Source: an optimization exercise on an open RTL-to-GDS flow (aim: small area, a short achievable clock period and few clock cycles). Production flows keep margins and buffers that such runs may drop.
In this exercise RTL edits were held to simulation tests only and were not proved equivalent to the original.
Power figures rest on the tool's default switching activity, not on a simulated workload.

==> flow/design.v <==
module pipelined_ver2 (
   input  wire          clk,
                        rst_n,
   output wire [31:0]   imem_addr,
   input  wire [31:0]   imem_rdata,
   output wire          dmem_we,
   output wire [3:0]    dmem_wstrb,
   output wire [31:0]   dmem_addr,
   output wire [31:0]   dmem_wdata,
   input  wire [31:0]   dmem_rdata
);
   integer i;
   localparam IB = 2;
   localparam NE = 1 << IB;
   localparam TB = 11 - IB;
   reg  [31:2] pc;                       
   reg         x_vld;
   reg         x_pred;                   
   reg  [31:2] x_pc;
   reg  [31:0] x_imm;
   reg  [31:1] x_sel1, x_sel2;           
   reg         x_fm1, x_fw1, x_fm2, x_fw2;  
   reg         x_usep;                   
   reg         x_bimm;                   
   reg         x_ta;                     
   reg         x_sub;
   reg         x_sgn;                    
   reg         x_op_add, x_op_lt, x_op_xor, x_op_or, x_op_and, x_op_sh;
   reg         x_sh_l, x_sh_a;           
   reg         x_jal, x_jalr, x_br;
   reg         x_br_lt, x_br_inv;        
   reg         x_tnext;                  
   reg         x_ld, x_st;
   reg  [2:0]  x_f3;
   reg         x_rw;                     
   reg  [4:0]  x_rd;
   reg         m_rw, m_we;
   reg  [4:0]  m_rd;
   reg  [31:0] m_res, m_wdata;
   reg  [3:0]  m_wstrb;
   reg         m_ldw, m_ldh, m_ldhs, m_ldbs, m_alu;
   reg         w_rw;
   reg  [4:0]  w_rd;
   reg  [31:0] w_data;
   reg  [32*32-1:32] rf;
   reg  [NE-1:0]    bt_vld;
   reg  [NE*TB-1:0] bt_tag;
   reg  [NE*11-1:0] bt_tgt;
   wire [31:0] ins = imem_rdata;
   wire [4:0]  opc = ins[6:2];
   wire [4:0]  rs1 = ins[19:15];
   wire [4:0]  rs2 = ins[24:20];
   wire [4:0]  rd  = ins[11:7];
   wire [2:0]  f3  = ins[14:12];
   wire d_lui   = (opc == 5'b01101);
   wire d_auipc = (opc == 5'b00101);
   wire d_jal   = (opc == 5'b11011);
   wire d_jalr  = (opc == 5'b11001);
   wire d_br    = (opc == 5'b11000);
   wire d_ld    = (opc == 5'b00000);
   wire d_st    = (opc == 5'b01000);
   wire d_opi   = (opc == 5'b00100);
   wire d_op    = (opc == 5'b01100);
   wire d_use1  = d_jalr | d_br | d_ld | d_st | d_opi | d_op;
   wire d_use2  = d_br | d_st | d_op;
   wire d_rw    = (d_lui | d_auipc | d_jal | d_jalr | d_ld | d_opi | d_op) && (rd != 5'd0);
   reg [31:0] d_imm;
   always @(*) begin
      if (d_st)
         d_imm = {{20{ins[31]}}, ins[31:25], ins[11:7]};
      else if (d_br)
         d_imm = {{19{ins[31]}}, ins[31], ins[7], ins[30:25], ins[11:8], 1'b0};
      else if (d_lui | d_auipc)
         d_imm = {ins[31:12], 12'b0};
      else if (d_jal)
         d_imm = {{11{ins[31]}}, ins[31], ins[19:12], ins[20], ins[30:21], 1'b0};
      else
         d_imm = {{20{ins[31]}}, ins[31:20]};
   end
   wire d_tnext = d_jal ? (ins[31:12] == 20'h00400)
                        : ({ins[31:25], ins[11:7]} == 12'h004);
   wire d_alu = d_op | d_opi;
   wire d_sub = d_op & ins[30] & (f3 == 3'd0);
   wire x_adv_rw = x_vld & x_rw;
   wire d_fm1 = d_use1 & x_adv_rw & (x_rd == rs1);
   wire d_fm2 = d_use2 & x_adv_rw & (x_rd == rs2);
   wire d_fw1 = d_use1 & m_rw & (m_rd == rs1) & ~d_fm1;
   wire d_fw2 = d_use2 & m_rw & (m_rd == rs2) & ~d_fm2;
   wire x_ldv   = x_vld & x_ld & x_rw;
   wire d_stall = x_ldv & ((x_rd == rs1) | (x_rd == rs2));
   reg [31:1] d_sel1, d_sel2;
   always @(*) begin
      for (i = 1; i < 32; i = i + 1) begin
         d_sel1[i] = d_use1 & ~(d_fm1 | d_fw1) & (rs1 == i);
         d_sel2[i] = d_use2 & ~(d_fm2 | d_fw2) & (rs2 == i);
      end
   end
   wire [IB-1:0] f_idx  = pc[IB+1:2];
   wire          bt_hit = bt_vld[f_idx] & (bt_tag[f_idx*TB +: TB] == pc[12:IB+2]);
   wire [31:2]   bt_pc  = {pc[31:13], bt_tgt[f_idx*11 +: 11]};
   reg [31:0] opa, opb;
   always @(*) begin
      opa = ({32{x_fm1}} & m_res) | ({32{x_fw1}} & w_data) | ({32{x_usep}} & {x_pc, 2'b00});
      opb = ({32{x_fm2}} & m_res) | ({32{x_fw2}} & w_data) | ({32{x_bimm}} & x_imm);
      for (i = 1; i < 32; i = i + 1) begin
         opa = opa | ({32{x_sel1[i]}} & rf[32*i +: 32]);
         opb = opb | ({32{x_sel2[i]}} & rf[32*i +: 32]);
      end
   end
   wire [31:0] sum = opa + (opb ^ {32{x_sub}}) + {31'b0, x_sub};
   wire        eq  = (opa == opb);
   wire        lt  = ({opa[31] ^ x_sgn, opa[30:0]} < {opb[31] ^ x_sgn, opb[30:0]});
   reg  [31:0] sh_in, sh_rev;
   always @(*) begin
      for (i = 0; i < 32; i = i + 1) sh_in[i] = x_sh_l ? opa[31 - i] : opa[i];
   end
   wire        sh_f   = x_sh_a & opa[31];
   wire [31:0] sh_1   = opb[0] ? {sh_f, sh_in[31:1]} : sh_in;
   wire [31:0] sh_2   = opb[1] ? {{2{sh_f}}, sh_1[31:2]} : sh_1;
   wire [31:0] sh_4   = opb[2] ? {{4{sh_f}}, sh_2[31:4]} : sh_2;
   wire [31:0] sh_8   = opb[3] ? {{8{sh_f}}, sh_4[31:8]} : sh_4;
   wire [31:0] sh_out = opb[4] ? {{16{sh_f}}, sh_8[31:16]} : sh_8;
   always @(*) begin
      for (i = 0; i < 32; i = i + 1) sh_rev[i] = x_sh_l ? sh_out[31 - i] : sh_out[i];
   end
   wire [31:0] tgt   = (x_ta ? opa : {x_pc, 2'b00}) + x_imm;
   wire [31:2] x_pc1 = x_pc + 30'd1;
   wire [31:0] res = ({32{x_op_add}} & sum)
                   | {31'b0, x_op_lt & lt}
                   | ({32{x_op_xor}} & (opa ^ opb))
                   | ({32{x_op_or }} & (opa | opb))
                   | ({32{x_op_and}} & (opa & opb))
                   | ({32{x_op_sh }} & sh_rev)
                   | ({32{x_jal | x_jalr}} & {x_pc1, 2'b00})
                   | ({32{x_st}} & tgt);
   wire        cond     = (x_br_lt ? lt : eq) ^ x_br_inv;
   wire        taken    = x_jal | x_jalr | (x_br & cond);
   wire        fix_t    = x_vld & (x_jalr | ~(x_pred | x_tnext));
   wire        fix_n    = x_vld & x_pred;
   wire [31:2] seq_pc   = d_stall ? pc : (bt_hit ? bt_pc : pc + 30'd1);
   wire [31:2] npc_t    = fix_t ? tgt[31:2] : seq_pc;
   wire [31:2] npc_n    = fix_n ? x_pc1 : seq_pc;
   wire [31:2] npc      = taken ? npc_t : npc_n;
   wire        redirect = taken ? fix_t : fix_n;
   wire [IB-1:0] x_idx  = x_pc[IB+1:2];
   wire        bt_ins   = x_vld & (x_jal | x_br) & taken;
   wire        bt_del   = x_vld & x_br & ~taken & x_pred;
   wire [31:0] rf_wd = w_data & {32{rst_n}};
   reg  [31:1] rf_we;
   always @(*) begin
      for (i = 1; i < 32; i = i + 1) rf_we[i] = ~rst_n | (w_rw & (w_rd == i));
   end
   always @(posedge clk or negedge rst_n) begin
      if (!rst_n) begin
         pc     <= 30'd0;
         x_vld  <= 1'b0;
         m_rw   <= 1'b0;
         m_we   <= 1'b0;
         w_rw   <= 1'b0;
         bt_vld <= {NE{1'b0}};
      end else begin
         pc    <= npc;
         x_vld <= ~redirect & ~d_stall;
         m_rw  <= x_vld & x_rw;
         m_we  <= x_vld & x_st;
         w_rw  <= m_rw;
         if (bt_ins) bt_vld[x_idx] <= 1'b1;
         else if (bt_del) bt_vld[x_idx] <= 1'b0;
      end
   end
   always @(posedge clk) begin
         x_pred   <= bt_hit;
         x_pc     <= pc;
         x_imm    <= d_imm;
         x_sel1   <= d_sel1;
         x_sel2   <= d_sel2;
         x_fm1    <= d_fm1;
         x_fw1    <= d_fw1;
         x_fm2    <= d_fm2;
         x_fw2    <= d_fw2;
         x_usep   <= d_auipc;
         x_bimm   <= ~(d_op | d_br | d_st);
         x_ta     <= d_jalr | d_st;
         x_sub    <= d_sub;
         x_sgn    <= d_br ? ~f3[1] : ~f3[0];
         x_op_add <= d_ld | d_lui | d_auipc | (d_alu & (f3 == 3'd0));
         x_op_lt  <= d_alu & (f3[2:1] == 2'b01);
         x_op_xor <= d_alu & (f3 == 3'd4);
         x_op_or  <= d_alu & (f3 == 3'd6);
         x_op_and <= d_alu & (f3 == 3'd7);
         x_op_sh  <= d_alu & (f3[1:0] == 2'b01);
         x_sh_l   <= ~f3[2];
         x_sh_a   <= ins[30] & f3[2];
         x_jal    <= d_jal;
         x_jalr   <= d_jalr;
         x_br     <= d_br;
         x_br_lt  <= f3[2];
         x_br_inv <= f3[0];
         x_tnext  <= d_tnext;
         x_ld     <= d_ld;
         x_st     <= d_st;
         x_f3     <= f3;
         x_rw     <= d_rw;
         x_rd     <= rd;
      if (bt_ins) begin
         bt_tag[x_idx*TB +: TB] <= x_pc[12:IB+2];
         bt_tgt[x_idx*11 +: 11] <= tgt[12:2];
      end
      m_rd    <= x_rd;
      m_res   <= res;
      m_wdata <= opb;
      m_wstrb <= {x_f3[1], x_f3[1], x_f3[1] | x_f3[0], 1'b1};
      m_ldw   <= x_ld & (x_f3[1:0] == 2'b10);
      m_ldh   <= x_ld & (x_f3[1:0] == 2'b01);
      m_ldhs  <= x_ld & (x_f3[1:0] == 2'b01) & ~x_f3[2];
      m_ldbs  <= x_ld & (x_f3[1:0] == 2'b00) & ~x_f3[2];
      m_alu   <= ~x_ld;
      w_rd   <= m_rd;
      w_data[7:0]   <= ({8{m_alu}} & m_res[7:0]) | ({8{~m_alu}} & dmem_rdata[7:0]);
      w_data[15:8]  <= ({8{m_alu}} & m_res[15:8]) | ({8{m_ldw | m_ldh}} & dmem_rdata[15:8])
                     | ({8{m_ldbs & dmem_rdata[7]}});
      w_data[31:16] <= ({16{m_alu}} & m_res[31:16]) | ({16{m_ldw}} & dmem_rdata[31:16])
                     | ({16{m_ldbs & dmem_rdata[7]}}) | ({16{m_ldhs & dmem_rdata[15]}});
      for (i = 1; i < 32; i = i + 1)
         if (rf_we[i]) rf[32*i +: 32] <= rf_wd;
   end
   assign imem_addr  = {pc, 2'b00};
   assign dmem_we    = m_we;
   assign dmem_wstrb = m_wstrb;
   assign dmem_addr  = m_res;
   assign dmem_wdata = m_wdata;
endmodule
==> flow/flow/run.sh <==
#!/bin/bash
# The standard layout, with timing repair aimed well inside the clock
# period: the repair steps of the standard flow work to a setup margin.
set -euo pipefail
bash standard.sh SETUP_SLACK_MARGIN=15 finish > standard.log 2>&1
==> flow/standard.sh <==
#!/bin/bash
# synth_recipe.tcl (not shown) runs the flow's synth.tcl, then flattens the netlist and writes it again
# the make line also repeats each setting of config.mk as NAME=value (left out here)
make -C /OpenROAD-flow-scripts/flow DESIGN_CONFIG=/design/flow/config.mk WORK_HOME=/design/flow/orfs CLKGATE_MAP_FILE= SYNTH_SCRIPT=/design/flow/synth_recipe.tcl "${@:-finish}"
==> flow/config.mk <==
export PLATFORM = sky130hd
export DESIGN_NAME = pipelined_ver2
export DESIGN_NICKNAME = pipelined_ver2
export VERILOG_FILES = /design/flow/design.v
export SDC_FILE = /design/flow/constraint.sdc
export NUM_CORES = 4
export LEC_CHECK = 0
export CAP_MARGIN = 20
export CORE_MARGIN = 2
export CORE_UTILIZATION = 40
export SLEW_MARGIN = 20
==> flow/constraint.sdc <==
create_clock -name core_clock -period 20.0 [get_ports {clk}]
set_input_delay 4.0000 -clock core_clock [delete_from_list [all_inputs] [get_ports {clk}]]
set_output_delay 4.0000 -clock core_clock [all_outputs]
set_load 0.01 [all_outputs]
==> flow_summary.yaml, run 1 <==
min_path:
  hold_depth: 0
  hp-class: "flop to flop"
  min_to: "w_rd[3]"
  min_from: "m_rd[3]"
clock_network:
  htree_levels: 4
  clock-sinks: 1380
  insertion_delay_ns: 0.82
  cts-root-buf: "clkbuf_16"
  hold_buffers: 0
  cts_tree: "done"
  cts_buffer_depth: 3
  cts.clk_slew.worst_paths_ns: 0.06
  numCtsBuffers: 144
worst_setup_path:
  worst-r2r-setup-slack_ns: 14.69
  r2r-start: "x_sel1[28]"
  crit_required_ns: 16.00
  worstPathArrival_ns: 1.47
  crit_start: "m_res[21]"
  r2r_cells: 22
  critPathTopFamily: "flip-flops"
  worstSetupEndpointType: "primary output"
  crit_chain: "buf_6"
  cp_max_fo: 4
  setup.worst_path.class: "flop to primary output"
  crit_path_max_incr_delay_ns: 0.50
  crit_slowest_cell: "dfxtp_4"
  worst_setup_path_start_kind: "flop"
  regToRegEndpoint: "m_res[31]"
  worst-path-buf-inv: 1
floorplan:
  rows: 148
  io_pins: 167
  initial_utilization_pct: 40.19
  core_area_mm2: 0.1624
  die_x_um: 407.9
  dieArea_mm2: 0.1664
  die_h_um: 407.9
sta:
  setup_violations: 0
  finClkSkew_ns: 0.03063
  holdWs_ns: 0.4031
  finalMaxSlewViolations: 0
  finalSetupTns_ns: 0
  fin_crit_sh_pct: 27.33
  hold_viol_final: 0
  rsz0062_at_grt: "yes"
  worst_pin_slew_ns: 1.211
  final.min_clock_period_ns: 5.467
  fmax_mhz: 182.9
  maxSlewHeadroom_pct: 19.25
drt:
  dr.first_iter.drc_count: 15233
  drc: 0
  vias: 62455
  wirelength_um: 371300
  vias_per_cell: 7.535
  wl_per_cell_um: 44.80
  drt_pre_antenna_iters: 22
  drtAntennaViolNets: 0
pwr:
  power.density_mw_per_mm2: 105.9
  leakage_nw: 30.36
  max-vdd-ir-drop_uv: 94.46
global_route:
  grt-ovfl-total: 0
  antenna_found_initial: 39
  grt_start_max_net_pins: 63
  grt_pass1_vias: 55445
  track_usage_pct: 41.71
  grt_pass1_wl_um: 475200
logic_synthesis:
  netlist_area_mm2: 0.06526
  yosysWarnings: 1
  synthFlopType: "edfxtp_1"
  netlist_instances: 5356
  async_reset_ff_share_pct: 2.754
  ys_seq_elements: 1380
  synth_edf_count: 1072
  synth.distinct_cells: 89
  yosysSeqAreaShare_pct: 59.06
  syn_avg_cell_area_um2: 12.19
flow_run:
  drv_cap: 0
finish:
  multi_input_area_mm2: 0.02693
  final_cell_mix: "edfxtp_1 (1072), a22oi_1 (872), buf_4 (431)"
  layout.nets: 6188
  fillers: 13830
  regArea_mm2: 0.03893
  areaGrowthSynthToFinish_pct: 27.11
  drive_above_1_share_pct: 25.57
  layout_commonest_cell: "edfxtp_1"
run_status:
  status: "finished clean"
placement:
  port_buffers: 161
  place_hpwl_um: 208300
  gp_congestion: 1.005
==> cell type report <==
| cell class | instances | share of cell area [%] |
|---|---|---|
| Timing Repair inverter | 2 | 0.03921 |
| Timing Repair Buffer | 793 | 10.33 |
| Multi-Input combinational cell | 3454 | 32.46 |
| Inverter | 183 | 0.8823 |
| Clock buffer | 186 | 4.858 |
| Sequential cell | 1380 | 46.93 |
| Tap cell | 2175 | 3.280 |
| Antenna cell | 37 | 0.1116 |
| Clock inverter | 79 | 1.109 |
==> cells by family (layout without fill, tap and decap cells) <==
group	count (synthesis)	count (layout)	synth area share (%)
other cells	2	40	0.01151
compound gates	1772	1772	19.60
mux	193	193	3.888
buf+inv	538	1243	3.296
simple gates	1143	1158	8.775
fa+ha+maj	164	164	3.167
xor+xnor	164	164	2.201
flops	1380	1380	59.06
==> power by group <==
| part | switching (W) | internal [W] | total (W) | leakage (nW) |
|---|---|---|---|---|
| combinational | 0.00136 | 0.000781 | 0.00214 | 14.3 |
| clock | 0.00122 | 0.00164 | 0.00286 | 2.42 |
| sequential | 0.000366 | 0.00341 | 0.00378 | 13.7 |
| total | 0.00295 | 0.00584 | 0.00878 | 30.4 |
==> what timing repair did <==
item,in CTS,in global routing
gates resized for setup,1141,335
endpoints found under the setup margin,2054,836
hold endpoints to repair,0,0
cloned,21,22
setup buffers,239,179
pin swaps,118,146
==> flip-flops by register name (all words and copies together), names as in the netlist, 31 cells and up, named ones only <==
signal and cells:
rf 992, bt_tgt 44, bt_tag 36, m_res 32, m_wdata 32, w_data 32, x_imm 32, x_sel1 31
x_sel2 31
==> cell usage after synthesis, drive strengths merged, types with 87 or more instances <==
library cell  instances  area [µm²]
a21oi               166       834.6
nor2                240       900.9
a22o                108       945.9
a22oi               909        6834
mux2i               123        1231
nand3                87       435.4
nand2               279        1047
ha                  162        2027
edfxtp             1072       32190
dfxtp               270        5405
xnor2               101       884.6
o21ai               203        1016
inv                 177       664.4
a221oi              106       928.4
clkbuf              275        1032
nand4               246        1551
==> routing by layer <==
layer	wire length, µm	global-route usage [%]	vias to the layer above
li1	-	-	22719
met1	118300	48.00	29758
met2	142100	56.71	7498
met3	70650	23.79	2438
met4	39050	31.05	42
met5	1164	4.655	-
==> how the worst max path moves through the flow <==
stage | to | slack (ns) | depth (start not counted)
after global placement | bt_tgt[12] | 11.98 | 20
after detailed placement | bt_tgt[34] | 12.04 | 20
after floorplan | pc[20] | 14.18 | 12
final | dmem_addr[21] | 14.53 | 1
after CTS | dmem_addr[21] | 14.57 | 1
after global routing | pc[16] | 14.48 | 14
==> per-stage QoR <==
stage	cell area, µm²	util [%]	instances	worst slack (ns)	power, W
final	82960	51.08	8289	14.53	0.008781
after global routing	82880	51.03	8258	14.48	0.008926
after CTS	79400	48.89	8050	14.57	0.008454
after detailed placement	70120	43.18	7525	12.04	0.005467
after global placement	70120	43.18	7525	11.98	0.005458
after floorplan	65880	-	5357	14.18	0.004568
Testbench counts, summed over its fixed seeds: cycles 155,275.
==> run 2, diff against run 1 <==
--- a/flow/design.v
+++ b/flow/design.v
@@ -19,7 +19,7 @@
    reg  [31:2] x_pc;
    reg  [31:0] x_imm;
    reg  [31:1] x_sel1, x_sel2;           
-   reg         x_fm1, x_fw1, x_fm2, x_fw2;  
+   reg         x_fm1, x_fm2;             
    reg         x_usep;                   
    reg         x_bimm;                   
    reg         x_ta;                     
@@ -39,9 +39,6 @@
    reg  [31:0] m_res, m_wdata;
    reg  [3:0]  m_wstrb;
    reg         m_ldw, m_ldh, m_ldhs, m_ldbs, m_alu;
-   reg         w_rw;
-   reg  [4:0]  w_rd;
-   reg  [31:0] w_data;
    reg  [32*32-1:32] rf;
    reg  [NE-1:0]    bt_vld;
    reg  [NE*TB-1:0] bt_tag;
@@ -84,15 +81,13 @@
    wire x_adv_rw = x_vld & x_rw;
    wire d_fm1 = d_use1 & x_adv_rw & (x_rd == rs1);
    wire d_fm2 = d_use2 & x_adv_rw & (x_rd == rs2);
-   wire d_fw1 = d_use1 & m_rw & (m_rd == rs1) & ~d_fm1;
-   wire d_fw2 = d_use2 & m_rw & (m_rd == rs2) & ~d_fm2;
    wire x_ldv   = x_vld & x_ld & x_rw;
    wire d_stall = x_ldv & ((x_rd == rs1) | (x_rd == rs2));
    reg [31:1] d_sel1, d_sel2;
    always @(*) begin
       for (i = 1; i < 32; i = i + 1) begin
-         d_sel1[i] = d_use1 & ~(d_fm1 | d_fw1) & (rs1 == i);
-         d_sel2[i] = d_use2 & ~(d_fm2 | d_fw2) & (rs2 == i);
+         d_sel1[i] = d_use1 & ~d_fm1 & (rs1 == i);
+         d_sel2[i] = d_use2 & ~d_fm2 & (rs2 == i);
       end
    end
    wire [IB-1:0] f_idx  = pc[IB+1:2];
@@ -100,8 +95,8 @@
    wire [31:2]   bt_pc  = {pc[31:13], bt_tgt[f_idx*11 +: 11]};
    reg [31:0] opa, opb;
    always @(*) begin
-      opa = ({32{x_fm1}} & m_res) | ({32{x_fw1}} & w_data) | ({32{x_usep}} & {x_pc, 2'b00});
-      opb = ({32{x_fm2}} & m_res) | ({32{x_fw2}} & w_data) | ({32{x_bimm}} & x_imm);
+      opa = ({32{x_fm1}} & m_res) | ({32{x_usep}} & {x_pc, 2'b00});
+      opb = ({32{x_fm2}} & m_res) | ({32{x_bimm}} & x_imm);
       for (i = 1; i < 32; i = i + 1) begin
          opa = opa | ({32{x_sel1[i]}} & rf[32*i +: 32]);
          opb = opb | ({32{x_sel2[i]}} & rf[32*i +: 32]);
@@ -137,18 +132,23 @@
    wire        taken    = x_jal | x_jalr | (x_br & cond);
    wire        fix_t    = x_vld & (x_jalr | ~(x_pred | x_tnext));
    wire        fix_n    = x_vld & x_pred;
-   wire [31:2] seq_pc   = d_stall ? pc : (bt_hit ? bt_pc : pc + 30'd1);
+   wire [31:2] seq_pc   = bt_hit ? bt_pc : pc + 30'd1;
    wire [31:2] npc_t    = fix_t ? tgt[31:2] : seq_pc;
    wire [31:2] npc_n    = fix_n ? x_pc1 : seq_pc;
-   wire [31:2] npc      = taken ? npc_t : npc_n;
+   wire [31:2] npc      = d_stall ? (fix_n ? x_pc1 : pc) : (taken ? npc_t : npc_n);
    wire        redirect = taken ? fix_t : fix_n;
    wire [IB-1:0] x_idx  = x_pc[IB+1:2];
    wire        bt_ins   = x_vld & (x_jal | x_br) & taken;
    wire        bt_del   = x_vld & x_br & ~taken & x_pred;
-   wire [31:0] rf_wd = w_data & {32{rst_n}};
+   wire [31:0] rf_wd;
+   assign rf_wd[7:0]   = ({8{m_alu}} & m_res[7:0]) | ({8{~m_alu}} & dmem_rdata[7:0]);
+   assign rf_wd[15:8]  = ({8{m_alu}} & m_res[15:8]) | ({8{m_ldw | m_ldh}} & dmem_rdata[15:8])
+                       | ({8{m_ldbs & dmem_rdata[7]}});
+   assign rf_wd[31:16] = ({16{m_alu}} & m_res[31:16]) | ({16{m_ldw}} & dmem_rdata[31:16])
+                       | ({16{m_ldbs & dmem_rdata[7]}}) | ({16{m_ldhs & dmem_rdata[15]}});
    reg  [31:1] rf_we;
    always @(*) begin
-      for (i = 1; i < 32; i = i + 1) rf_we[i] = ~rst_n | (w_rw & (w_rd == i));
+      for (i = 1; i < 32; i = i + 1) rf_we[i] = ~rst_n | (m_rw & (m_rd == i));
    end
    always @(posedge clk or negedge rst_n) begin
       if (!rst_n) begin
@@ -156,14 +156,12 @@
          x_vld  <= 1'b0;
          m_rw   <= 1'b0;
          m_we   <= 1'b0;
-         w_rw   <= 1'b0;
          bt_vld <= {NE{1'b0}};
       end else begin
          pc    <= npc;
          x_vld <= ~redirect & ~d_stall;
          m_rw  <= x_vld & x_rw;
          m_we  <= x_vld & x_st;
-         w_rw  <= m_rw;
          if (bt_ins) bt_vld[x_idx] <= 1'b1;
          else if (bt_del) bt_vld[x_idx] <= 1'b0;
       end
@@ -175,9 +173,7 @@
          x_sel1   <= d_sel1;
          x_sel2   <= d_sel2;
          x_fm1    <= d_fm1;
-         x_fw1    <= d_fw1;
          x_fm2    <= d_fm2;
-         x_fw2    <= d_fw2;
          x_usep   <= d_auipc;
          x_bimm   <= ~(d_op | d_br | d_st);
          x_ta     <= d_jalr | d_st;
@@ -215,14 +211,8 @@
       m_ldhs  <= x_ld & (x_f3[1:0] == 2'b01) & ~x_f3[2];
       m_ldbs  <= x_ld & (x_f3[1:0] == 2'b00) & ~x_f3[2];
       m_alu   <= ~x_ld;
-      w_rd   <= m_rd;
-      w_data[7:0]   <= ({8{m_alu}} & m_res[7:0]) | ({8{~m_alu}} & dmem_rdata[7:0]);
-      w_data[15:8]  <= ({8{m_alu}} & m_res[15:8]) | ({8{m_ldw | m_ldh}} & dmem_rdata[15:8])
-                     | ({8{m_ldbs & dmem_rdata[7]}});
-      w_data[31:16] <= ({16{m_alu}} & m_res[31:16]) | ({16{m_ldw}} & dmem_rdata[31:16])
-                     | ({16{m_ldbs & dmem_rdata[7]}}) | ({16{m_ldhs & dmem_rdata[15]}});
       for (i = 1; i < 32; i = i + 1)
-         if (rf_we[i]) rf[32*i +: 32] <= rf_wd;
+         if (rf_we[i]) rf[32*i +: 32] <= rf_wd & {32{rst_n}};
    end
    assign imem_addr  = {pc, 2'b00};
    assign dmem_we    = m_we;
--- a/flow/config.mk
+++ b/flow/config.mk
@@ -7,5 +7,5 @@
 export LEC_CHECK = 0
 export CAP_MARGIN = 20
 export CORE_MARGIN = 2
-export CORE_UTILIZATION = 40
+export CORE_UTILIZATION = 50
 export SLEW_MARGIN = 20
==> run 2 against run 1 <==
  * Flip-flop and latch count shrank 40
  * Cell count down 6.3%
  * First-iteration DRC count down 2.9%
  * Worst setup slack lost 0.0097 ns
  * Area after synthesis down 0.80%
  * Clock skew increased by 0.0099 ns
  * Combinational power decreased by 3%
  * Sequential share of layout area fell by 0.070 points
  * Clock-buffer cell count increased by 4
  * Total power fell by 3.4%
  * Die area down 20%
  * Critical path type unchanged
  * Critical endpoint is now dmem_addr[26]
  * Largest power group unchanged
==> flow_summary.yaml, run 2 <==
finish:
  reg.largest.list: "rf (992), bt_tgt (44), bt_tag (36)"
  areaGrowthSynthToFinish_pct: 25.54
  stdcell_count: 7768
  layout.nets: 6097
  drive_above_1_share_pct: 24.83
  regMostFlops: "rf"
  layout_commonest_cell: "edfxtp_1"
  largest_register_ffs: 992
  final_cell_mix: "edfxtp_1 (1072), a22oi_1 (716), buf_4 (340)"
  final_cell_area_mm2: 0.08128
logic_synthesis:
  ys_top_cells_by_count: "edfxtp_1 (1072), a22oi_1 (736), nand2_1 (331), nor2_1 (251), dfxtp_1 (231)"
  yosysSeqAreaShare_pct: 58.29
  synth_top_area_share_pct: 49.72
  synth_top_area_cell: "edfxtp_1"
  netlist_area_mm2: 0.06474
  yosysMostFrequentCell: "edfxtp_1"
  ys_seq_elements: 1340
  synth_edf_count: 1072
  netlist_instances: 5367
  synthFlopType: "edfxtp_1"
  yosysWarnings: 1
  async_reset_ff_share_pct: 2.761
  synthTopCellsByArea: "edfxtp_1 (50%), a22oi_1 (8.5%), dfxtp_1 (7.1%)"
  synth.distinct_cells: 95
  syn_avg_cell_area_um2: 12.06
floorplan:
  initial_utilization_pct: 50.19
  core_area_mm2: 0.1290
  io_pins: 167
  dieArea_mm2: 0.1324
  die_h_um: 363.8
  rows: 132
  die_x_um: 363.8
worst_setup_path:
  worst-path-buf-inv: 1
  worstPathArrival_ns: 1.48
  setup.worst_path.class: "flop to primary output"
  crit_slowest_cell: "dfxtp_4"
  crit_chain: "buf_6"
  critPathTopFamily: "flip-flops"
  cp_max_fo: 2
  worst_setup_path_start_kind: "flop"
  crit_path_max_incr_delay_ns: 0.50
  crit_required_ns: 16.00
  worstSetupEndpointType: "primary output"
pwr:
  leakage_nw: 29.99
  max-vdd-ir-drop_uv: 79.83
  power.density_mw_per_mm2: 104.4
sta:
  worst_pin_slew_ns: 1.264
  holdWs_ns: 0.4264
  maxSlewHeadroom_pct: 15.76
  hold_viol_final: 0
  finalMaxSlewViolations: 0
  setup_ws_ns: 14.52
  fmax_mhz: 182.6
  finalSetupTns_ns: 0
  setup_violations: 0
  finClkSkew_ns: 0.04054
  final.min_clock_period_ns: 5.476
  fin_crit_sh_pct: 27.38
  rsz0062_at_grt: "yes"
flow_run:
  drv_cap: 0
clock_network:
  cts.clk_slew.worst_paths_ns: 0.06
  cts-root-buf: "clkbuf_16"
  insertion_delay_ns: 0.83
  cts_tree: "done"
  clock-sinks: 1340
  cts_buffer_depth: 3
  numCtsBuffers: 143
  htree_levels: 4
placement:
  place_area_mm2: 0.06916
  place_inst: 7080
  port_buffers: 161
  place_hpwl_um: 203200
  gp_congestion: 1.024
  place_ws_ns: 12.76
drt:
  vias: 62682
  drc: 0
  drtAntennaViolNets: 0
  wl_per_cell_um: 46.89
  wirelength_um: 364200
  vias_per_cell: 8.069
  drt_pre_antenna_iters: 14
  dr.first_iter.drc_count: 14792
global_route:
  grt_pass1_wl_um: 473200
  grt-ovfl-total: 0
  grt_start_max_net_pins: 67
  track_usage_pct: 52.96
  antenna_found_initial: 28
  grt_pass1_vias: 55625
min_path:
  hp-class: "flop to flop"
run_status:
  status: "finished clean"
run 2: cell types whose count changed in the layout (fill, tap and decap cells not counted), sizes merged, moves of 39 or more:
| cell | delta |
|---|---|
| a222oi | +67 |
| nand4 | -73 |
| dfxtp | -39 |
| buf | -111 |
| a221oi | +45 |
| a22oi | -171 |
| nand3 | +41 |
| nand2 | +55 |
run 2: cell families after synthesis:
family,synth area share (%)
other cells,0.01160
fa+ha+maj,3.193
xor+xnor,2.056
flops,58.29
buf+inv,3.616
compound gates,20.84
simple gates,9.066
mux,2.926
run 2: timing repair:
action	in CTS	in global routing
endpoints found under the setup margin	1440	706
resized for setup	1125	269
hold buffers	0	0
setup buffers	200	119
pin swaps	101	106
cloned	55	10
run 2: routing by layer:
| layer | wire (µm) | global-route usage (%) | vias up |
|---|---|---|---|
| met2 | 139400 | 71.00 | 7570 |
| met4 | 40290 | 41.98 | 42 |
| li1 | - | - | 22718 |
| met3 | 66890 | 29.97 | 2488 |
| met5 | 1810 | 3.885 | - |
| met1 | 115900 | 61.31 | 29864 |
run 2: cell type report:
cell class | count | area, µm²
clock buffers | 190 | 4036
multi-input cells | 3517 | 27650
flip-flops and latches | 1340 | 38090
well taps | 1742 | 2180
clock inverters | 72 | 745.7
repair buffers | 687 | 7779
fillers | 9923 | 47710
diodes | 42 | 105.1
inverters | 178 | 700.7
run 2: worst reg2reg max path: cells and delay by family, from the launching register on:
kind	cells	cell delay, ns
XOR/XNOR	1	0.12
buffers and inverters	4	0.89
adder cells (fa/ha/maj)	1	0.33
AND/OR/NAND/NOR	4	0.54
flip-flops	1	0.77
AO/OA/AOI/OAI	9	2.39
run 2: worst paths after layout:
| kind | start | end | slack [ns] | cells past startpoint |
|---|---|---|---|---|
| max in group asynchronous | rst_n | pc[29] | 16.31 | 1 |
| setup / recovery | m_res[26] | dmem_addr[26] | 14.52 | 1 |
| setup reg to reg | x_sel2[5] | m_res[26] | 14.85 | 19 |
| hold reg to reg | x_rd[4] | m_rd[4] | 0.43 | 0 |
| min in group asynchronous | rst_n | asynchronous set/reset pin | 3.18 | 1 |
| hold / removal | x_rd[4] | m_rd[4] | 0.43 | 0 |
run 2: where the power goes:
part	internal [W]	switching, W
Combinational	0.000763	0.00131
Clock	0.00157	0.00118
Sequential	0.00332	0.000339
Total	0.00566	0.00283
run 2: metrics by stage:
step	power [W]	util [%]
6_report	0.008486	63.01
5_1_grt	0.008629	62.94
4_1_cts	0.008215	61.07
3_5_place_dp	0.005314	53.62
3_3_place_gp	0.005306	53.61
2_1_floorplan	0.004493	-
Testbench counts of run 2, summed over its fixed seeds: cycles 155,275.
==> run 3, diff against run 2 <==
--- a/flow/design.v
+++ b/flow/design.v
@@ -10,7 +10,7 @@
    input  wire [31:0]   dmem_rdata
 );
    integer i;
-   localparam IB = 2;
+   localparam IB = 1;
    localparam NE = 1 << IB;
    localparam TB = 11 - IB;
    reg  [31:2] pc;                       
@@ -41,6 +41,7 @@
    reg         m_ldw, m_ldh, m_ldhs, m_ldbs, m_alu;
    reg  [32*32-1:32] rf;
    reg  [NE-1:0]    bt_vld;
+   reg  [NE-1:0]    bt_bwd;              
    reg  [NE*TB-1:0] bt_tag;
    reg  [NE*11-1:0] bt_tgt;
    wire [31:0] ins = imem_rdata;
@@ -93,6 +94,9 @@
    wire [IB-1:0] f_idx  = pc[IB+1:2];
    wire          bt_hit = bt_vld[f_idx] & (bt_tag[f_idx*TB +: TB] == pc[12:IB+2]);
    wire [31:2]   bt_pc  = {pc[31:13], bt_tgt[f_idx*11 +: 11]};
+   wire [4:0]    f_low  = {1'b0, pc[5:2]} + {1'b0, ins[25:22]};
+   wire          f_jal  = d_jal & (ins[31:26] == 6'd0) & (ins[21:12] == 10'd0) & ~f_low[4];
+   wire [31:2]   f_tgt  = {pc[31:6], f_low[3:0]};
    reg [31:0] opa, opb;
    always @(*) begin
       opa = ({32{x_fm1}} & m_res) | ({32{x_usep}} & {x_pc, 2'b00});
@@ -133,12 +137,12 @@
    wire        fix_t    = x_vld & (x_jalr | ~(x_pred | x_tnext));
    wire        fix_n    = x_vld & x_pred;
    wire [31:2] seq_pc   = bt_hit ? bt_pc : pc + 30'd1;
-   wire [31:2] npc_t    = fix_t ? tgt[31:2] : seq_pc;
-   wire [31:2] npc_n    = fix_n ? x_pc1 : seq_pc;
-   wire [31:2] npc      = d_stall ? (fix_n ? x_pc1 : pc) : (taken ? npc_t : npc_n);
+   wire [31:2] fix_pc   = taken ? tgt[31:2] : x_pc1;
+   wire [31:2] npc      = d_stall ? (fix_n ? x_pc1 : pc) : redirect ? fix_pc : f_jal ? f_tgt : seq_pc;
    wire        redirect = taken ? fix_t : fix_n;
    wire [IB-1:0] x_idx  = x_pc[IB+1:2];
-   wire        bt_ins   = x_vld & (x_jal | x_br) & taken;
+   wire        bt_ins   = x_vld & (x_jal | x_br) & taken
+                        & (x_imm[31] | ~(bt_vld[x_idx] & bt_bwd[x_idx]));
    wire        bt_del   = x_vld & x_br & ~taken & x_pred;
    wire [31:0] rf_wd;
    assign rf_wd[7:0]   = ({8{m_alu}} & m_res[7:0]) | ({8{~m_alu}} & dmem_rdata[7:0]);
@@ -167,7 +171,7 @@
       end
    end
    always @(posedge clk) begin
-         x_pred   <= bt_hit;
+         x_pred   <= bt_hit | f_jal;
          x_pc     <= pc;
          x_imm    <= d_imm;
          x_sel1   <= d_sel1;
@@ -201,6 +205,7 @@
       if (bt_ins) begin
          bt_tag[x_idx*TB +: TB] <= x_pc[12:IB+2];
          bt_tgt[x_idx*11 +: 11] <= tgt[12:2];
+         bt_bwd[x_idx]          <= x_imm[31];
       end
       m_rd    <= x_rd;
       m_res   <= res;
--- a/flow/config.mk
+++ b/flow/config.mk
@@ -7,5 +7,7 @@
 export LEC_CHECK = 0
 export CAP_MARGIN = 20
 export CORE_MARGIN = 2
-export CORE_UTILIZATION = 50
+export CORE_UTILIZATION = 55
+export CTS_CLUSTER_DIAMETER = 100
+export CTS_CLUSTER_SIZE = 20
 export SLEW_MARGIN = 20
==> run 3 against run 2 <==
  * Flip-flop and latch count fell by 38
  * Sequential share of layout area rose by 0.88 points
  * Fmax rose by 0.30%
  * Critical path type is now input pin to flop
  * Largest power group unchanged
==> flow_summary.yaml, run 3 <==
worst_setup_path:
  worst_setup_path_start_kind: "input pin"
  cp_max_fo: 7
  worstSetupEndpointType: "flop"
  worstPathArrival_ns: 6.11
  crit_required_ns: 20.65
  setup.worst_path.class: "input pin to flop"
clock_network:
  htree_levels: 3
  cts.clk_slew.worst_paths_ns: 0.10
  insertion_delay_ns: 0.75
  cts_buffer_depth: 3
  cts_tree: "done"
  numCtsBuffers: 76
  hold_buffers: 0
  clock-sinks: 1302
  cts-root-buf: "clkbuf_16"
placement:
  port_buffers: 161
  gp_congestion: 1.021
  place_hpwl_um: 189500
floorplan:
  initial_utilization_pct: 55.26
  die_x_um: 339.7
  die_h_um: 339.7
  io_pins: 167
  dieArea_mm2: 0.1154
  rows: 123
  core_area_mm2: 0.1122
sta:
  setup_violations: 0
  fmax_mhz: 183.2
  rsz0062_at_grt: "yes"
  worst_pin_slew_ns: 1.147
  fin_crit_sh_pct: 27.30
  finClkSkew_ns: 0.04773
  finalMaxSlewViolations: 0
  final.min_clock_period_ns: 5.460
  holdWs_ns: 0.4193
  maxSlewHeadroom_pct: 23.22
  finalSetupTns_ns: 0
  hold_viol_final: 0
finish:
  layout_commonest_cell: "edfxtp_1"
  postLayoutCoreUtil_pct: 69.03
  final_cell_mix: "edfxtp_1 (1036), a22oi_1 (705), buf_4 (392)"
  regMostFlops: "rf"
  areaGrowthSynthToFinish_pct: 24.92
  fillers: 8006
  regArea_mm2: 0.03697
  multi_input_area_mm2: 0.02726
  largest_register_ffs: 992
  layout.nets: 5855
  drive_above_1_share_pct: 26.04
pwr:
  leakage_nw: 28.25
  max-vdd-ir-drop_uv: 89.77
  power.density_mw_per_mm2: 93.49
  finalPower_w: 0.007241
global_route:
  grt_pass1_wl_um: 449700
  antenna_found_initial: 35
  track_usage_pct: 57.21
  grt_start_max_net_pins: 62
  grt_pass1_vias: 54283
  grt-ovfl-total: 0
logic_synthesis:
  yosysMostFrequentCell: "edfxtp_1"
  synthFlopType: "edfxtp_1"
  synth_top_area_cell: "edfxtp_1"
  ys_seq_elements: 1302
  synthTopCellsByArea: "edfxtp_1 (50%), a22oi_1 (8.8%), dfxtp_1 (7.5%)"
  netlist_instances: 5079
  synth_top_area_share_pct: 50.18
  async_reset_ff_share_pct: 2.688
  yosysSeqAreaShare_pct: 59.05
  netlist_area_mm2: 0.06200
  synth.distinct_cells: 86
  yosysWarnings: 1
  synth_edf_count: 1036
  ys_top_cells_by_count: "edfxtp_1 (1036), a22oi_1 (727), nand2_1 (266), clkbuf_1 (259), nor2_1 (243)"
  syn_avg_cell_area_um2: 12.21
flow_run:
  drv_cap: 0
run_status:
  status: "finished clean"
min_path:
  hp-class: "flop to flop"
drt:
  vias_per_cell: 8.448
  vias: 60953
  drt_pre_antenna_iters: 13
  wl_per_cell_um: 48.36
  wirelength_um: 348900
  drtAntennaViolNets: 0
  drc: 0
  dr.first_iter.drc_count: 14880
## run 3: layout make-up
| type | instances | area share, % |
|---|---|---|
| Tap cell | 1500 | 2.423 |
| Timing Repair inverter | 1 | 0.01454 |
| Multi-Input combinational cell | 3351 | 35.20 |
| Clock buffer | 126 | 2.711 |
| Antenna cell | 36 | 0.1163 |
| Timing Repair Buffer | 761 | 10.91 |
| Clock inverter | 9 | 0.2003 |
| Sequential cell | 1302 | 47.74 |
| Inverter | 129 | 0.6947 |
## run 3: logic make-up after synthesis
kind of cell / Yosys count / synth area share [%]
xor gates and xnor gates: 149 / 2.105
AOI/OAI and AO/OA: 1705 / 20.36
adders and majority gates: 167 / 3.407
other: 2 / 0.01211
buffers and inverters: 462 / 2.904
and+or+nand+nor: 1131 / 8.977
muxes: 161 / 3.187
DFF: 1302 / 59.05
## run 3: repair_timing
item / CTS / global route
pin swaps: 115 / 145
cloned: 37 / 25
endpoints found under the hold margin: 0 / 0
setup endpoints to repair: 2292 / 1053
buffers inserted: 227 / 187
resized for setup: 1215 / 361
## run 3: path summary, 6_finish.rpt
kind,cells past startpoint,to,from,slack [ns]
setup / recovery,13,pc[27],imem_rdata[16],14.54
min in group asynchronous,1,pc[11],rst_n,3.11
hold reg to reg,0,m_rd[0],x_rd[0],0.42
setup reg to reg,20,pc[26],x_sel2[16],14.55
max in group asynchronous,1,pc[17],rst_n,16.56
hold / removal,0,m_rd[0],x_rd[0],0.42
## run 3: critical path, stage by stage
cell      delay (ns)
buf_12          0.10
xor2_1          0.15
nor4_1          0.29
nand3_1         0.20
nand2_4         0.14
nand2_8         0.10
nor2_4          0.16
a31oi_4         0.05
buf_12          0.19
and3_4          0.24
buf_4           0.16
buf_6           0.12
o311ai_4        0.20
## run 3: per-stage QoR
stage / cell area, µm² / std cells / setup slack, ns
after floorplan: 63220 / 5080 / 14.11
after global placement: 66390 / 6565 / 12.14
after detailed placement: 66420 / 6566 / 12.05
after CTS: 73490 / 6965 / 14.58
after global routing: 77370 / 7186 / 14.47
final: 77450 / 7215 / 14.54
## run 3: power breakdown
| group | total [W] | internal (W) | leakage [nW] | switching [W] |
|---|---|---|---|---|
| Combinational | 0.00198 | 0.000711 | 14.2 | 0.00127 |
| Sequential | 0.00356 | 0.00323 | 13.0 | 0.000328 |
| Clock | 0.00170 | 0.000745 | 1.07 | 0.000954 |
| Total | 0.00724 | 0.00469 | 28.3 | 0.00255 |
## run 3: metal layers
layer	GRT usage [%]	wire, µm
met4	46.58	42630
met5	6.781	1861
met1	63.85	103100
met2	77.26	132600
met3	34.34	68700
Testbench counts of run 3, summed over its fixed seeds: cycles 152,409.
==> run 4, diff against run 3 <==
--- a/flow/design.v
+++ b/flow/design.v
@@ -78,7 +78,7 @@
    wire d_tnext = d_jal ? (ins[31:12] == 20'h00400)
                         : ({ins[31:25], ins[11:7]} == 12'h004);
    wire d_alu = d_op | d_opi;
-   wire d_sub = d_op & ins[30] & (f3 == 3'd0);
+   wire d_sub = d_br | (d_alu & (f3[2:1] == 2'b01)) | (d_op & ins[30] & (f3 == 3'd0));
    wire x_adv_rw = x_vld & x_rw;
    wire d_fm1 = d_use1 & x_adv_rw & (x_rd == rs1);
    wire d_fm2 = d_use2 & x_adv_rw & (x_rd == rs2);
@@ -106,9 +106,9 @@
          opb = opb | ({32{x_sel2[i]}} & rf[32*i +: 32]);
       end
    end
-   wire [31:0] sum = opa + (opb ^ {32{x_sub}}) + {31'b0, x_sub};
+   wire [32:0] sum = {1'b0, opa} + {1'b0, opb ^ {32{x_sub}}} + {32'b0, x_sub};
    wire        eq  = (opa == opb);
-   wire        lt  = ({opa[31] ^ x_sgn, opa[30:0]} < {opb[31] ^ x_sgn, opb[30:0]});
+   wire        lt  = (opa[31] ^ opb[31]) ? (x_sgn ? opa[31] : opb[31]) : sum[31];
    reg  [31:0] sh_in, sh_rev;
    always @(*) begin
       for (i = 0; i < 32; i = i + 1) sh_in[i] = x_sh_l ? opa[31 - i] : opa[i];
@@ -124,7 +124,7 @@
    end
    wire [31:0] tgt   = (x_ta ? opa : {x_pc, 2'b00}) + x_imm;
    wire [31:2] x_pc1 = x_pc + 30'd1;
-   wire [31:0] res = ({32{x_op_add}} & sum)
+   wire [31:0] res = ({32{x_op_add}} & sum[31:0])
                    | {31'b0, x_op_lt & lt}
                    | ({32{x_op_xor}} & (opa ^ opb))
                    | ({32{x_op_or }} & (opa | opb))
==> run 4 against run 3 <==
  * Worst hold slack got worse by 0.010 ns
  * Total power fell by 0.34%
  * Synthesized cell count fell by 3.2%
  * Highest routed layer unchanged
  * First-iteration DRC count rose by 2.6%
  * Critical path type unchanged
  * Via count fell by 0.76%
  * Cell count fell by 2.3%
==> flow_summary.yaml, run 4 <==
logic_synthesis:
  yosysSeqAreaShare_pct: 60.05
  yosysMostFrequentCell: "edfxtp_1"
  synth.distinct_cells: 92
  synthFlopType: "edfxtp_1"
  synthTopCellsByArea: "edfxtp_1 (51%), a22oi_1 (9.1%), dfxtp_1 (7.6%)"
  synth_top_area_share_pct: 51.03
  netlist_area_mm2: 0.06096
  yosysWarnings: 1
  ys_top_cells_by_count: "edfxtp_1 (1036), a22oi_1 (735), clkbuf_1 (254), nand2_1 (247), dfxtp_1 (231)"
  syn_avg_cell_area_um2: 12.40
  netlist_instances: 4917
  async_reset_ff_share_pct: 2.688
  synth_edf_count: 1036
  ys_seq_elements: 1302
  synth_top_area_cell: "edfxtp_1"
min_path:
  hp-class: "flop to flop"
worst_setup_path:
  worst_setup_path_start_kind: "input pin"
  worstSetupEndpointType: "flop"
  crit_required_ns: 20.60
  setup.worst_path.class: "input pin to flop"
  worstPathArrival_ns: 6.34
  cp_max_fo: 6
floorplan:
  io_pins: 167
  die_h_um: 336.9
  die_x_um: 336.9
  dieArea_mm2: 0.1135
  rows: 122
  core_area_mm2: 0.1104
  initial_utilization_pct: 55.24
placement:
  place_hpwl_um: 185800
  gp_congestion: 1.037
  port_buffers: 161
  place_inst: 6378
finish:
  layout_commonest_cell: "edfxtp_1"
  final_cell_mix: "edfxtp_1 (1036), a22oi_1 (716), buf_4 (379)"
  layout.nets: 5658
  largest_register_ffs: 992
  fillers: 7853
  drive_above_1_share_pct: 26.94
  areaGrowthSynthToFinish_pct: 25.35
  stdcell_count: 7051
  regMostFlops: "rf"
clock_network:
  htree_levels: 3
  cts_tree: "done"
  insertion_delay_ns: 0.77
  cts.clk_slew.worst_paths_ns: 0.08
  cts_buffer_depth: 3
  cts-root-buf: "clkbuf_16"
  clock-sinks: 1302
  numCtsBuffers: 76
sta:
  finalSetupTns_ns: 0
  fmax_mhz: 174.1
  finalMaxSlewViolations: 0
  final.min_clock_period_ns: 5.745
  maxSlewHeadroom_pct: 2.320
  setup_violations: 0
  finClkSkew_ns: 0.04997
  hold_viol_final: 0
  rsz0062_at_grt: "yes"
  fin_crit_sh_pct: 28.72
  worst_pin_slew_ns: 1.463
pwr:
  p_sw_share_pct: 35.44
  pwr-share-clk_pct: 23.6
  max-vdd-ir-drop_uv: 87.00
  sequentialPowerShare_pct: 49.6
  p_sw_w: 0.002557
  combinationalPowerShare_pct: 26.8
  p_int_w: 0.004659
  leakage_nw: 27.82
  power.density_mw_per_mm2: 94.44
  finalPower_w: 0.007216
drt:
  wl_per_cell_um: 50.51
  dr.first_iter.drc_count: 15267
  wirelength_um: 356200
  vias_per_cell: 8.579
  drtAntennaViolNets: 0
  vias: 60491
  drt_pre_antenna_iters: 17
  drc: 0
global_route:
  grt-ovfl-total: 0
  grt_pass1_vias: 53986
  antenna_found_initial: 47
  grt_pass1_wl_um: 461100
  grt_start_max_net_pins: 59
  track_usage_pct: 60.94
flow_run:
  drv_cap: 0
run_status:
  status: "finished clean"
[run 4: cell types whose count changed in the layout (fill, tap and decap cells not counted), moves of 14 or more]
cell | previous run | this run
a21oi_1 | 150 | 122
and3_1 | 34 | 16
buf_6 | 135 | 156
diode_2 | 36 | 54
ha_1 | 140 | 116
nand2_1 | 211 | 185
nor2_1 | 225 | 176
nor2b_1 | 24 | 5
nor3_1 | 53 | 35
nor4_1 | 18 | 44
nor4_2 | 20 | 6
xnor2_1 | 60 | 93
xor2_1 | 75 | 44
[run 4: cell families (layout without fill, tap and decap cells)]
| group | Yosys count | in the layout | share of synthesized area (%) |
|---|---|---|---|
| simple gates | 1052 | 1068 | 8.565 |
| mux | 155 | 155 | 3.103 |
| flops | 1302 | 1302 | 60.05 |
| xor+xnor | 161 | 161 | 2.336 |
| buf+inv | 455 | 1012 | 2.869 |
| compound gates | 1655 | 1673 | 20.25 |
| other cells | 2 | 57 | 0.01232 |
| fa+ha+maj | 135 | 135 | 2.808 |
[run 4: worst paths after layout]
check                                     from  endpoint  slack (ns)  depth (start not counted)
max in group asynchronous                rst_n    pc[13]       16.55                          1
worst min-delay path                   x_rd[3]   m_rd[3]        0.41                          0
worst min register to register         x_rd[3]   m_rd[3]        0.41                          0
worst max-delay path            imem_rdata[22]    pc[25]       14.26                         17
worst max register to register           x_fm2     pc[7]       14.37                         21
min in group asynchronous                rst_n    pc[30]        3.11                          1
[run 4: what timing repair did]
item / in CTS / in global routing
buffers inserted: 326 / 94
setup endpoints to repair: 1669 / 479
gates resized for setup: 1277 / 242
endpoints found under the hold margin: 0 / 0
pin swaps: 163 / 110
hold buffers: 0 / 0
gates cloned: 57 / 10
[run 4: per-layer routing]
layer | GRT usage, % | up-vias | routed length [µm]
met5 | 19.15 | - | 2730
met4 | 53.85 | 66 | 45930
met3 | 40.43 | 2982 | 70430
met2 | 79.16 | 7812 | 133400
met1 | 65.32 | 28530 | 103700
li1 | - | 21101 | -
[run 4: area by class of cell]
type	instances	area [µm²]	area share (%)
inverters	116	454.2	0.5944
clock buffers	122	2116	2.769
well taps	1488	1862	2.436
clock inverters	8	140.1	0.1834
diodes	54	135.1	0.1768
repair buffers	764	8552	11.19
flip-flops and latches	1302	36950	48.36
repair inverters	2	12.51	0.01637
multi-input cells	3195	26190	34.27
[run 4: per-stage QoR]
stage	hold slack (ns)	setup WS [ns]	instance area, µm²	utilization (%)
global placement	0.3921	12.27	65340	59.21
detailed placement	0.3927	12.27	65340	59.21
CTS	0.4295	14.34	73920	66.98
finish	0.4093	14.26	76410	69.24
global route	0.4331	14.23	76320	69.16
floorplan	0.3746	13.86	62430	-
[run 4: power by group through the flow]
stage	Combinational, W	Sequential, W	Clock, W
after floorplan	0.000792	0.00345	0
after global placement	0.00140	0.00362	0
after detailed placement	0.00140	0.00362	0
after CTS	0.00169	0.00352	0.00166
after global routing	0.00196	0.00357	0.00176
final	0.00194	0.00358	0.00170
[run 4: critical path: stages]
cell,delay (ns)
buf_12,0.08
ha_4,0.12
inv_2,0.04
fa_2,0.35
nor2b_2,0.14
o21ai_2,0.09
nand2_2,0.10
nor3_4,0.06
nor2_4,0.13
buf_12,0.15
clkinv_8,0.09
a31oi_4,0.21
o21ai_4,0.10
buf_12,0.17
buf_6,0.13
a21oi_4,0.25
a211oi_2,0.11
Testbench counts of run 4, summed over its fixed seeds: cycles 152,409.

## separate check: timing with driven ports
The results above use ideal ports. As a check the final layouts listed here were re-extracted and re-timed, cells and wires unchanged. Step 1 (the two cells are an assumption about what drives the block):
set clk [get_ports {clk}]
set_driving_cell -lib_cell sky130_fd_sc_hd__clkbuf_16 $clk
set_driving_cell -lib_cell sky130_fd_sc_hd__buf_2 [delete_from_list [all_inputs] $clk]
Step 2, shift: input delay + t, output delay - t, t = (earliest + latest rising clock arrival at the registers) / 2. This alone moves slack from input paths to output paths. Slacks: ideal / step 1 / step 2; pairs: ideal / step 1.
run	t, ns	setup slack, ns	worst hold slack (ns)
run 1	0.889	14.533 / 14.444 / 13.697	0.403 / 0.403 / 0.403
run 2	0.902	14.524 / 14.440 / 13.846	0.426 / 0.426 / 0.426
run 3	0.810	14.540 / 14.548 / 13.750	0.419 / 0.419 / 0.419
run 4	0.823	14.255 / 14.274 / 13.452	0.409 / 0.409 / 0.409
After both steps every run listed still meets setup and hold. The setup slack of run 1, which loses most, moves by -0.089 ns with the drivers and by -0.836 ns with both steps.
